From an optimization exercise on the open Yosys and OpenROAD flow, aimed at small area; shortcuts taken in it are not production practice. The RTL of this run was laid out without a check of its function. Power and IR drop assume default switching activity.

==> design.v <==
`timescale 1ns / 1ps
module ex_aoi222 (input a1, a2, b1, b2, c1, c2, output y);
   assign y = ~((a1 & a2) | (b1 & b2) | (c1 & c2));
endmodule
module ex_aoi21 (input a1, a2, b1, output y);
   assign y = ~((a1 & a2) | b1);
endmodule
module ex_xor2 (input a, b, output y);
   assign y = a ^ b;
endmodule
module ex_xnor2 (input a, b, output y);
   assign y = ~(a ^ b);
endmodule
module ex_nor2 (input a, b, output y);
   assign y = ~(a | b);
endmodule
module ex_inv (input a, output y);
   assign y = ~a;
endmodule
module ex_nand2 (input a, b, output y);
   assign y = ~(a & b);
endmodule
module ex_nand3 (input a, b, c, output y);
   assign y = ~(a & b & c);
endmodule
module ex_bsel (input nfb, ext, src, output nb);
   assign nb = ~(src ? ext : ~nfb);
endmodule
module ex_ldh (input d, ld, q, hold, output y);
   assign y = (d & ld) | (q & hold);
endmodule
module ex_aoi22 (input a1, a2, b1, b2, output y);
   assign y = ~((a1 & a2) | (b1 & b2));
endmodule
module ex_nor4 (input a, b, c, d, output y);
   assign y = ~(a | b | c | d);
endmodule
module ex_ao21 (input a1, a2, b1, output y);
   assign y = (a1 & a2) | b1;
endmodule
module ex_oai21 (input a1, a2, b1, output y);
   assign y = ~((a1 | a2) & b1);
endmodule
module ex_and2 (input a, b, output y);
   assign y = a & b;
endmodule
module ex_nand4 (input a, b, c, d, output y);
   assign y = ~(a & b & c & d);
endmodule
module ex_shr (input [31:0] x, input [3:0] s, input [3:0] ns, output [31:0] z);
   wire [31:0] y0, y1, y2;
   genvar i;
   generate for (i = 0; i < 32; i = i + 1) begin : g
      if (i + 1 < 32) begin : f0
         ex_aoi22 u (.a1(x[i]), .a2(ns[0]), .b1(x[i+1]), .b2(s[0]), .y(y0[i]));
      end else begin : z0
         ex_nand2 u (.a(x[i]), .b(ns[0]), .y(y0[i]));
      end
      if (i + 2 < 32) begin : f1
         ex_aoi22 u (.a1(y0[i]), .a2(ns[1]), .b1(y0[i+2]), .b2(s[1]), .y(y1[i]));
      end else begin : z1
         ex_nor2 u (.a(y0[i]), .b(s[1]), .y(y1[i]));
      end
      if (i + 4 < 32) begin : f2
         ex_aoi22 u (.a1(y1[i]), .a2(ns[2]), .b1(y1[i+4]), .b2(s[2]), .y(y2[i]));
      end else begin : z2
         ex_nand2 u (.a(y1[i]), .b(ns[2]), .y(y2[i]));
      end
      if (i + 8 < 32) begin : f3
         ex_aoi22 u (.a1(y2[i]), .a2(ns[3]), .b1(y2[i+8]), .b2(s[3]), .y(z[i]));
      end else begin : z3
         ex_nor2 u (.a(y2[i]), .b(s[3]), .y(z[i]));
      end
   end endgenerate
endmodule
module IExecute #(
   parameter N_BITS = 32,
   parameter N_BITS_REG = 5,
   parameter N_OPCODE = 6
)
(  input i_clk, i_reset,
   input  i_exec_mode,
   input  i_step,
   input [1:0] i_aluOP,
   input i_aluSrc,
   input [N_BITS-1:0] i_datoLeido1,
   input [N_BITS-1:0] i_datoLeido2,
   input [N_BITS-1:0] i_datoExtSigno,
   input [N_BITS-1:0] i_instruccion,
   input [N_BITS_REG-1:0] i_rt_id,
   input [N_BITS_REG-1:0] i_rd_id,
   input [N_BITS_REG-1:0] i_rt_OR_rd,
   input [N_BITS_REG-1:0] i_rd_EX_MEM,
   input [N_BITS_REG-1:0] i_rd_MEM_WB,
   input [N_BITS_REG-1:0] i_rs_id,
   input [N_BITS-1:0] i_wbData,
   input [N_BITS-1:0] i_memData,
   input i_memToReg,
   input i_regWrite_EX_MEM,
   input i_regWrite_MEM_WB,
   input [1:0] i_branch,
   input i_memWrite,
   input [1:0]i_memRead,
   input i_regWrite,
   input i_halt,
   output reg [N_BITS-1:0] o_instruccion,
   output reg  o_ceroSignal,
   output reg  [N_BITS-1:0] o_aluResult,
   output reg [N_BITS-1:0] o_datoLeido2,
   output reg [N_BITS_REG-1:0] o_rd_data,
   output reg [N_BITS_REG-1:0] o_rt_OR_rd,
   output reg o_memToReg,
   output reg [1:0] o_branch,
   output reg o_memWrite,
   output reg o_memRead,
   output reg o_regWrite,
   output reg o_halt
);
   genvar i;
   wire en   = ~i_exec_mode | i_step;
   wire ld   = en & ~i_reset;
   wire hold = ~en & ~i_reset;
   wire nld  = ~ld;
   wire exA = i_regWrite_EX_MEM & (|i_rd_EX_MEM) & (i_rd_EX_MEM == i_rs_id);
   wire wbA = i_regWrite_MEM_WB & (|i_rd_MEM_WB) & (i_rd_MEM_WB == i_rs_id) & ~exA;
   wire exB = i_regWrite_EX_MEM & (|i_rd_EX_MEM) & (i_rd_EX_MEM == i_rt_id);
   wire wbB = i_regWrite_MEM_WB & (|i_rd_MEM_WB) & (i_rd_MEM_WB == i_rt_id) & ~exB;
   wire rfA = ~exA & ~wbA;
   wire exBg = exB & ld;
   wire wbBg = wbB & ld;
   wire rfBg = ~exB & ~wbB & ld;
   wire [5:0] op = i_instruccion[31:26];
   wire [5:0] fn = i_instruccion[5:0];
   wire o00 = (i_aluOP == 2'b00);
   wire o10 = (i_aluOP == 2'b10);
   wire o11 = (i_aluOP == 2'b11);
   wire d_add8  = o00 & (op == 6'b100000 | op == 6'b100100);
   wire d_add16 = o00 & (op == 6'b100001 | op == 6'b100011 | op == 6'b100101);
   wire d_add   = (o00 & op == 6'b100111) | (o10 & (fn == 6'b100001 | fn == 6'b000000)) |
                  (o11 & op == 6'b001000);
   wire d_and   = (o00 & (op == 6'b101000 | op == 6'b101001 | op == 6'b101011)) |
                  (o10 & fn == 6'b100100) | (o11 & op == 6'b001100);
   wire d_or    = (o10 & fn == 6'b100101) | (o11 & op == 6'b001101);
   wire d_nor   = (o10 & fn == 6'b100111);
   wire d_xor   = (o10 & fn == 6'b100110) | (o11 & op == 6'b001110);
   wire d_srA   = (o10 & fn == 6'b000011);                         
   wire d_sl    = (o10 & fn == 6'b000100);                         
   wire d_srB   = (o10 & (fn == 6'b000110 | fn == 6'b000111));     
   wire d_sub   = (o10 & (fn == 6'b100011 | fn == 6'b100010));
   wire d_slt   = (o10 & fn == 6'b101010) | (o11 & op == 6'b001010);
   wire d_lui   = (o11 & op == 6'b001111);                         
   wire inv = d_sub | d_slt;
   wire [31:0] nA, nFB, nB, nBx;
   generate for (i = 0; i < 32; i = i + 1) begin : g_opnd
      ex_aoi222 u_a (.a1(exA), .a2(i_memData[i]), .b1(wbA), .b2(i_wbData[i]),
                     .c1(rfA), .c2(i_datoLeido1[i]), .y(nA[i]));
      ex_aoi222 u_b (.a1(exBg), .a2(i_memData[i]), .b1(wbBg), .b2(i_wbData[i]),
                     .c1(rfBg), .c2(i_datoLeido2[i]), .y(nFB[i]));
      ex_bsel   u_s (.nfb(nFB[i]), .ext(i_datoExtSigno[i]), .src(i_aluSrc), .nb(nB[i]));
      ex_xor2   u_x (.a(nB[i]), .b(inv), .y(nBx[i]));
   end endgenerate
   wire [16:0] C;
   wire [31:0] s, p, g, nt;
   assign C[0] = inv;
   generate for (i = 0; i < 32; i = i + 1) begin : g_add
      ex_xor2 u_p (.a(nA[i]), .b(nBx[i]), .y(p[i]));
      ex_nor2 u_g (.a(nA[i]), .b(nBx[i]), .y(g[i]));
      ex_nor2 u_t (.a(p[i]), .b(g[i]), .y(nt[i]));
   end endgenerate
   generate for (i = 0; i < 32; i = i + 2) begin : g_pair
      if ((i / 2) % 2 == 0) begin : g_t
         wire ncj, G, P;
         ex_aoi21 u_cj (.a1(p[i]), .a2(C[i/2]), .b1(g[i]), .y(ncj));
         ex_xor2  u_si (.a(p[i]), .b(C[i/2]), .y(s[i]));
         ex_xnor2 u_sj (.a(p[i+1]), .b(ncj), .y(s[i+1]));
         ex_ao21  u_G  (.a1(p[i+1]), .a2(g[i]), .b1(g[i+1]), .y(G));
         ex_and2  u_P  (.a(p[i]), .b(p[i+1]), .y(P));
         ex_aoi21 u_c  (.a1(P), .a2(C[i/2]), .b1(G), .y(C[i/2+1]));
      end else begin : g_n
         wire ng, cj, nG, nP;
         ex_inv   u_ng (.a(g[i]), .y(ng));
         ex_aoi21 u_cj (.a1(ng), .a2(C[i/2]), .b1(nt[i]), .y(cj));
         ex_xnor2 u_si (.a(p[i]), .b(C[i/2]), .y(s[i]));
         ex_xor2  u_sj (.a(p[i+1]), .b(cj), .y(s[i+1]));
         ex_aoi21 u_G  (.a1(p[i+1]), .a2(g[i]), .b1(g[i+1]), .y(nG));
         ex_nand2 u_P  (.a(p[i]), .b(p[i+1]), .y(nP));
         ex_oai21 u_c  (.a1(nP), .a2(C[i/2]), .b1(nG), .y(C[i/2+1]));
      end
   end endgenerate
   wire lt = ~C[16];    
   wire [31:0] X, Z;    
   wire d_log = d_and | d_or;
   wire selA = d_srA | d_log;
   wire selB = ~d_srA & (d_srB | d_log);
   wire selR = ~d_srA & ~d_srB & ~d_log;
   generate for (i = 0; i < 32; i = i + 1) begin : g_shin
      ex_aoi222 u_x (.a1(selA), .a2(nA[i]), .b1(selB), .b2(nB[i]),
                     .c1(selR), .c2(nB[31-i]), .y(X[i]));
   end endgenerate
   wire [31:0] Av = ~nA;
   wire [31:0] Bv = ~nB;
   wire [4:0]  amt = d_srA ? Bv[4:0] : d_lui ? 5'd16 : d_log ? 5'd0 : Av[4:0];
   wire        big = d_srA ? (|Bv[31:5]) : (~d_lui & ~d_log & (|Av[31:5]));
   ex_shr u_shr (.x(X), .s(amt[3:0]), .ns(~amt[3:0]), .z(Z));
   wire g_s8  = ld & (d_add8 | d_add16 | d_add | d_sub);
   wire g_s16 = ld & (d_add16 | d_add | d_sub);
   wire g_s32 = ld & (d_add | d_sub);
   wire g_t01 = ld & (d_or | d_xor);
   wire g_t00 = ld & d_nor;
   wire g_sr  = ld & (d_srA | d_srB | d_log) & ~big;
   wire g_sl  = ld & (d_sl & ~big | d_lui);
   wire g_srL = g_sr & ~amt[4];
   wire g_srH = g_sr & amt[4];
   wire g_slL = g_sl & ~amt[4];
   wire g_slH = g_sl & amt[4];
   wire nlt   = ~(ld & d_slt & lt);
   wire [31:0] rn;
   generate for (i = 0; i < 32; i = i + 1) begin : g_res
      wire ms = (i < 8) ? g_s8 : (i < 16) ? g_s16 : g_s32;
      wire m1, m2, m3;
      ex_aoi222 u_m1 (.a1(s[i]), .a2(ms), .b1(p[i]), .b2(g_t01), .c1(nt[i]), .c2(g_t00), .y(m1));
      if (i < 16) begin : g_lo
         ex_aoi222 u_m2 (.a1(Z[i]), .a2(g_srL), .b1(Z[i+16]), .b2(g_srH), .c1(Z[31-i]), .c2(g_slL), .y(m2));
      end else begin : g_hi
         ex_aoi222 u_m2 (.a1(Z[i]), .a2(g_srL), .b1(Z[31-i]), .b2(g_slL), .c1(Z[47-i]), .c2(g_slH), .y(m2));
      end
      ex_nand2 u_h (.a(o_aluResult[i]), .b(hold), .y(m3));
      if (i == 0) begin : g_b0
         ex_nand4 u_r (.a(m1), .b(m2), .c(m3), .d(nlt), .y(rn[i]));
      end else begin : g_bn
         ex_nand3 u_r (.a(m1), .b(m2), .c(m3), .y(rn[i]));
      end
   end endgenerate
   wire [31:0] d2n, insn;
   wire [4:0] rdn, rtrdn;
   wire [1:0] brn;
   wire m2rn, mwn, mrn, rwn, hn;
   generate for (i = 0; i < 32; i = i + 1) begin : g_reg32
      wire hq;
      ex_nand2 u_dh (.a(o_datoLeido2[i]), .b(hold), .y(hq));
      ex_nand2 u_d2 (.a(nFB[i]), .b(hq), .y(d2n[i]));
      ex_ldh  u_in (.d(i_instruccion[i]), .ld(ld), .q(o_instruccion[i]), .hold(nld), .y(insn[i]));
   end endgenerate
   generate for (i = 0; i < 5; i = i + 1) begin : g_reg5
      ex_ldh u_rd (.d(i_rd_id[i]), .ld(ld), .q(o_rd_data[i]), .hold(hold), .y(rdn[i]));
      ex_ldh u_rr (.d(i_rt_OR_rd[i]), .ld(ld), .q(o_rt_OR_rd[i]), .hold(hold), .y(rtrdn[i]));
   end endgenerate
   generate for (i = 0; i < 2; i = i + 1) begin : g_reg2
      ex_ldh u_br (.d(i_branch[i]), .ld(ld), .q(o_branch[i]), .hold(hold), .y(brn[i]));
   end endgenerate
   ex_ldh u_m2r (.d(i_memToReg),  .ld(ld), .q(o_memToReg), .hold(hold), .y(m2rn));
   ex_ldh u_mw  (.d(i_memWrite),  .ld(ld), .q(o_memWrite), .hold(hold), .y(mwn));
   ex_ldh u_mr  (.d(i_memRead[0]), .ld(ld), .q(o_memRead), .hold(hold), .y(mrn));
   ex_ldh u_rw  (.d(i_regWrite),  .ld(ld), .q(o_regWrite), .hold(hold), .y(rwn));
   ex_ldh u_hl  (.d(i_halt),      .ld(ld), .q(o_halt),     .hold(nld),  .y(hn));
   wire z_lo = ld & ~(|rn[23:0]);
   wire z_a, z_b, z_c, z_n, z_h;
   ex_nor4  u_za (.a(rn[24]), .b(rn[25]), .c(rn[26]), .d(rn[27]), .y(z_a));
   ex_nor2  u_zb (.a(rn[28]), .b(rn[29]), .y(z_b));
   ex_nor2  u_zc (.a(rn[30]), .b(rn[31]), .y(z_c));
   ex_nand4 u_zn (.a(z_lo), .b(z_a), .c(z_b), .d(z_c), .y(z_n));
   ex_nand2 u_zh (.a(o_ceroSignal), .b(hold), .y(z_h));
   wire zn;
   ex_nand2 u_zo (.a(z_n), .b(z_h), .y(zn));
   always @(posedge i_clk) begin
      o_aluResult   <= rn;
      o_ceroSignal  <= zn;
      o_datoLeido2  <= d2n;
      o_rd_data     <= rdn;
      o_rt_OR_rd    <= rtrdn;
      o_branch      <= brn;
      o_memToReg    <= m2rn;
      o_memWrite    <= mwn;
      o_memRead     <= mrn;
      o_regWrite    <= rwn;
      o_instruccion <= insn;
      o_halt        <= hn;
   end
endmodule
==> flow/run.sh <==
#!/bin/bash
# Layout flow: the standard flow (standard.sh) with these changes:
#  - synthesis is the standard flow's own script (synth_recipe.tcl), except that Yosys's
#    abc call uses an area-oriented mapping script (flow/abc_area.script);
#  - buffer_ports inserts buf_1 cells as the port buffers;
#  - clock tree synthesis uses small clock buffers and no dummy loads.
# Each tool's output is in the ORFS logs; make's output is in standard.log.
set -euo pipefail
HERE=$(pwd)
cat > "$HERE/my_synth.tcl" <<EOF
proc abc {args} {
  set i [lsearch -exact \$args -script]
  if {\$i >= 0} { lset args [expr {\$i+1}] $HERE/flow/abc_area.script }
  puts "abc with area script: \$args"
  yosys abc {*}\$args
}
source $HERE/synth_recipe.tcl
EOF
export BUFFER_PORTS_ARGS="-buffer_cell sky130_fd_sc_hd__buf_1"
# CTS as ORFS runs it, with small clock buffers and no dummy balancing loads
export CTS_ARGS="-sink_clustering_enable -repair_clock_nets -dont_use_dummy_load -buf_list {sky130_fd_sc_hd__clkbuf_4 sky130_fd_sc_hd__clkbuf_8}"
bash standard.sh SYNTH_SCRIPT="$HERE/my_synth.tcl" finish > standard.log 2>&1
==> flow/abc_area.script <==
strash; &get -n; &st; &dch; &nf -a; &put
==> standard.sh <==
#!/bin/bash
# synth_recipe.tcl (not shown) runs the flow's synth.tcl, then flattens the netlist and writes it again
# the make line also repeats each setting of config.mk as NAME=value (left out here)
make -C /OpenROAD-flow-scripts/flow DESIGN_CONFIG=/design/flow/config.mk WORK_HOME=/design/flow/orfs CLKGATE_MAP_FILE= SYNTH_SCRIPT=/design/flow/synth_recipe.tcl "${@:-finish}"
==> config.mk <==
export PLATFORM = sky130hd
export DESIGN_NAME = IExecute
export DESIGN_NICKNAME = IExecute
export VERILOG_FILES = /design/flow/design.v
export SDC_FILE = /design/flow/constraint.sdc
export NUM_CORES = 4
export LEC_CHECK = 0
export CAP_MARGIN = 10
export CORE_MARGIN = 2
export CORE_UTILIZATION = 45
export SLEW_MARGIN = 10
export SYNTH_HIERARCHICAL = 1
export SYNTH_MINIMUM_KEEP_SIZE = 0
==> constraint.sdc <==
create_clock -name core_clock -period 12.0 [get_ports {i_clk}]
set_input_delay 2.4000 -clock core_clock [delete_from_list [all_inputs] [get_ports {i_clk}]]
set_output_delay 2.4000 -clock core_clock [all_outputs]
set_load 0.01 [all_outputs]
==> impl_metrics.toml <==
[setup_path]
slowest_delay_ns = 0.52
worst-endpoint-required_ns = 12.38
reg2regPathDepth = 7
arrival_time_at_the_worst_endpoint_ns = 11.47
path_class = "in2reg"
critical_path.reg2reg.endpoint = "o_ceroSignal"
cp-start-kind = "input pin"
critPathCaptureType = "register"
timing.critical_path.fanout_max = 6
timing.reg2reg.setup_slack_ns = 10.25
worst_path_most_repeated_cell = "sky130_fd_sc_hd__a21oi_1"
crit_reg_reg_startpoint = "o_aluResult[12]"
critPathSlowestCell = "sky130_fd_sc_hd__or4_1"

[yosys]
yosysSeqAreaShare_pct = 27.1
synth_area_um2 = 8410
ys.warnings.count = 7
synth.lib_cells_used.distinct = 35
synth.avg_cell_area_um2 = 8.20
synthCells = 1025
synth-seq-cells = 114
synth_net_count = 1264

[clock_network]
post-cts-setup-buffer-count = 0
insertion_delay_ns = 0.43
cts_root_buf = "sky130_fd_sc_hd__clkbuf_8"
tritoncts = "yes"
cts.clk_slew.worst_paths_ns = 0.07
numClockSinks = 114
cts-root-to-sink-buffers = 2
numCtsBuffers = 17
cts.htree.levels = 4

[layout]
multiInputGateArea_um2 = 6180
drive_above_1_share_pct = 4.36
final.fill_count = 1851
final_core_util_pct = 58.2
mostFrequentLayoutCells = "sky130_fd_sc_hd__buf_1, sky130_fd_sc_hd__a222oi_1, sky130_fd_sc_hd__nand2_1"
number_of_inserted_diodes = 0
post_layout_nonfiller_instances = 1650
syn2layout_area_growth_pct = 25.6
sequential_cell_area_um2 = 2280
design.final.nets = 1662
layout_commonest_cell = "sky130_fd_sc_hd__buf_1"

[timing]
max_clock_freq_mhz = 90.2
timing_worst_slew_pin_value_ns = 1.14
setup-tns-final_ns = 0
hold_viol = 0
slew_headroom_pct = 23.9
clock_skew_ns = 0.0197
setup_viol_count_final = 0
setup_repair_after_global_routing_missed_its_margin = "no"
final-max-slew-violation-count = 0
post-route-period-util_pct = 92.4
finalWorstPathRequiredPeriod_ns = 11.09

[die]
die_h_um = 141
die-width_um = 141
effective_utilization_at_floorplan_pct = 46.3
dieArea_um2 = 19800
design.core.area_um2 = 18100
floorplan.rows = 49
io-pin-count = 353

[placement]
place.gp.congestion = 0.923
dpl.cell_count = 1631
numPortBuffers = 351
detailedPlacementHpwl_um = 27100

[drt]
number_of_design_rule_violations_left_by_the_first_detailed_router_iteration = 1948
remaining_drc_errors = 0
first_pass_iters = 17
wirelength_um = 35400
wl_per_cell_um = 21.4
drt-vias-per-instance = 6.62
num_vias = 10900
detail-route-antenna-nets = 0

[power]
static-leakage-power_nw = 3.92
p_per_area_nw_per_um2 = 105
vdd_drop_max_mv = 0.0660

[min_path]
hold_end = "o_datoLeido2[6]"
holdCritStartpoint = "o_datoLeido2[6]"
hold_path.class = "reg2reg"
worst_hold_stages = 2

[global_route]
wire_length_of_the_first_global_routing_pass_um = 53800
grt-ovfl-total = 0
antenna_found_initial = 0
via_count_of_the_first_global_routing_pass = 10200
grt_max_degree = 82
groute.usage.overall_pct = 34.1

[job]
maxCapViolCount = 0

[status]
outcome = "complete, no violations"
## modules after synthesis, one instance, submodules excluded, a selection
module	cells inside	area (um^2)	flip-flops and latches
ex_bsel	2	8.76	0
ex_ldh	1	8.76	0
ex_xor2	1	8.76	0
ex_nand3	1	5.00	0
ex_nand2	1	3.75	0
ex_nand4	1	6.26	0
ex_nor4	1	6.26	0
ex_and2	1	6.26	0
## metrics by stage
stage	cell area [um^2]	power, mW	hold slack [ns]	setup WS (ns)
2_1_floorplan	8410	0.699	0.472	0.0173
3_3_place_gp	10300	0.832	0.428	0.472
3_5_place_dp	10300	0.839	0.430	0.336
4_1_cts	10500	1.10	0.444	0.744
5_1_grt	10600	1.17	0.460	0.0000622
6_report	10600	1.11	0.441	0.914
## state kept, by name, summed over array words and instances, names as in the netlist, 2 cells and up
| name | flops |
|---|---|
| o_rd_data | 5 |
| o_rt_OR_rd | 5 |
| o_instruccion | 32 |
| o_aluResult | 32 |
| o_branch | 2 |
| o_datoLeido2 | 32 |
## how the worst max path moves through the flow
stage	from	to	slack (ns)
after CTS	i_rd_EX_MEM[0]	o_ceroSignal	0.74
after global routing	i_rd_EX_MEM[0]	o_ceroSignal	0.00006
after global placement	i_rd_EX_MEM[0]	o_ceroSignal	0.47
final	i_rd_EX_MEM[0]	o_ceroSignal	0.91
after floorplan	i_aluOP[0]	o_ceroSignal	0.02
after detailed placement	i_rd_EX_MEM[0]	o_ceroSignal	0.34
## layout make-up
| class | instances | share of cell area, % |
|---|---|---|
| Inverter | 9 | 0.320 |
| Tap cell | 229 | 2.71 |
| Clock buffer | 17 | 2.22 |
| Timing Repair Buffer | 379 | 14.6 |
| Sequential cell | 114 | 21.6 |
| Multi-Input combinational cell | 902 | 58.6 |
## power breakdown
part	switching [mW]	total (mW)	internal [mW]
sequential	0.0153	0.422	0.407
clock	0.140	0.264	0.124
combinational	0.265	0.420	0.155
## metal layers
metal  GRT usage, %  vias to the layer above  wire, um
li1               -                     5115         -
met1           41.0                     5122     13700
met2           60.3                      620     17300
met3           5.81                       71      3050
met4           14.5                        0      1310
met5              0                        -         0
## repair_timing
item / in CTS / in global routing
hold buffers: 0 / 0
endpoints found under the setup margin: 0 / 1
resized for setup: 0 / 1
## worst max-delay path, delay by kind of cell
kind,cells,cell delay (ns)
compound gates,19,5.69
xor+xnor,2,0.60
simple gates,13,2.46
buf+inv,2,0.30
## Yosys cell counts
master	n	area [um^2]
sky130_fd_sc_hd__a222oi_1	160	1600
sky130_fd_sc_hd__nand2_1	124	465
sky130_fd_sc_hd__nor2_1	119	447
sky130_fd_sc_hd__a22oi_1	115	863
sky130_fd_sc_hd__dfxtp_1	114	2280
sky130_fd_sc_hd__xor2_1	88	771
sky130_fd_sc_hd__a21oi_1	71	355
sky130_fd_sc_hd__a22o_1	50	438
sky130_fd_sc_hd__nand3_1	38	190
sky130_fd_sc_hd__xnor2_1	28	245
sky130_fd_sc_hd__nand4_1	17	106
sky130_fd_sc_hd__nor4_1	13	81.3
sky130_fd_sc_hd__o21ai_0	12	60.1
sky130_fd_sc_hd__nor3_1	11	55.1
sky130_fd_sc_hd__a21o_1	9	67.6
sky130_fd_sc_hd__and2_0	9	56.3
sky130_fd_sc_hd__clkinv_1	9	33.8
sky130_fd_sc_hd__or4_1	5	37.5
sky130_fd_sc_hd__and3_1	4	25.0
sky130_fd_sc_hd__nor2b_1	4	25.0
sky130_fd_sc_hd__o22a_1	4	35.0
sky130_fd_sc_hd__o22ai_1	4	25.0
sky130_fd_sc_hd__nand2b_1	3	18.8
sky130_fd_sc_hd__nor3b_1	2	15.0
sky130_fd_sc_hd__or4b_1	2	20.0
sky130_fd_sc_hd__a31o_1	1	8.76
sky130_fd_sc_hd__a31oi_1	1	6.26
sky130_fd_sc_hd__and4b_1	1	10.0
sky130_fd_sc_hd__nand3b_1	1	7.51
sky130_fd_sc_hd__nand4bb_1	1	11.3
sky130_fd_sc_hd__nor4b_1	1	8.76
sky130_fd_sc_hd__nor4bb_1	1	10.0
sky130_fd_sc_hd__o31a_1	1	8.76
sky130_fd_sc_hd__or3_1	1	6.26
sky130_fd_sc_hd__or3b_1	1	8.76
## cell families (layout without fill, tap and decap cells)
| family | after synthesis | in the layout | synth area share, % |
|---|---|---|---|
| buffers and inverters | 9 | 405 | 0.402 |
| xor gates and xnor gates | 116 | 116 | 12.1 |
| AOI/OAI and AO/OA | 428 | 428 | 41.3 |
| and+or+nand+nor | 358 | 358 | 19.1 |
| DFF | 114 | 114 | 27.1 |

-- static timing again, ports no longer ideal --
Ports are ideal in the flow. The routed layout listed here was re-timed in OpenROAD.
Step 1 assumes that a clkbuf_16 drives the clock port and a buf_2 every other input.
Step 2, shift: input delay + t, output delay - t, t = (earliest + latest rising clock arrival at the registers) / 2. This alone moves slack from input paths to output paths.
a / b / c = ideal ports / drivers / drivers and shift; a / b = the first two.
t (ns): 0.471
setup WS [ns]: 0.914 / 0.933 / 0.463
worst slew at a driven data input, ns: 0.07
After both steps this run still meets setup and hold. The setup slack of this run moves by +0.019 ns with the drivers and by -0.451 ns with both steps.
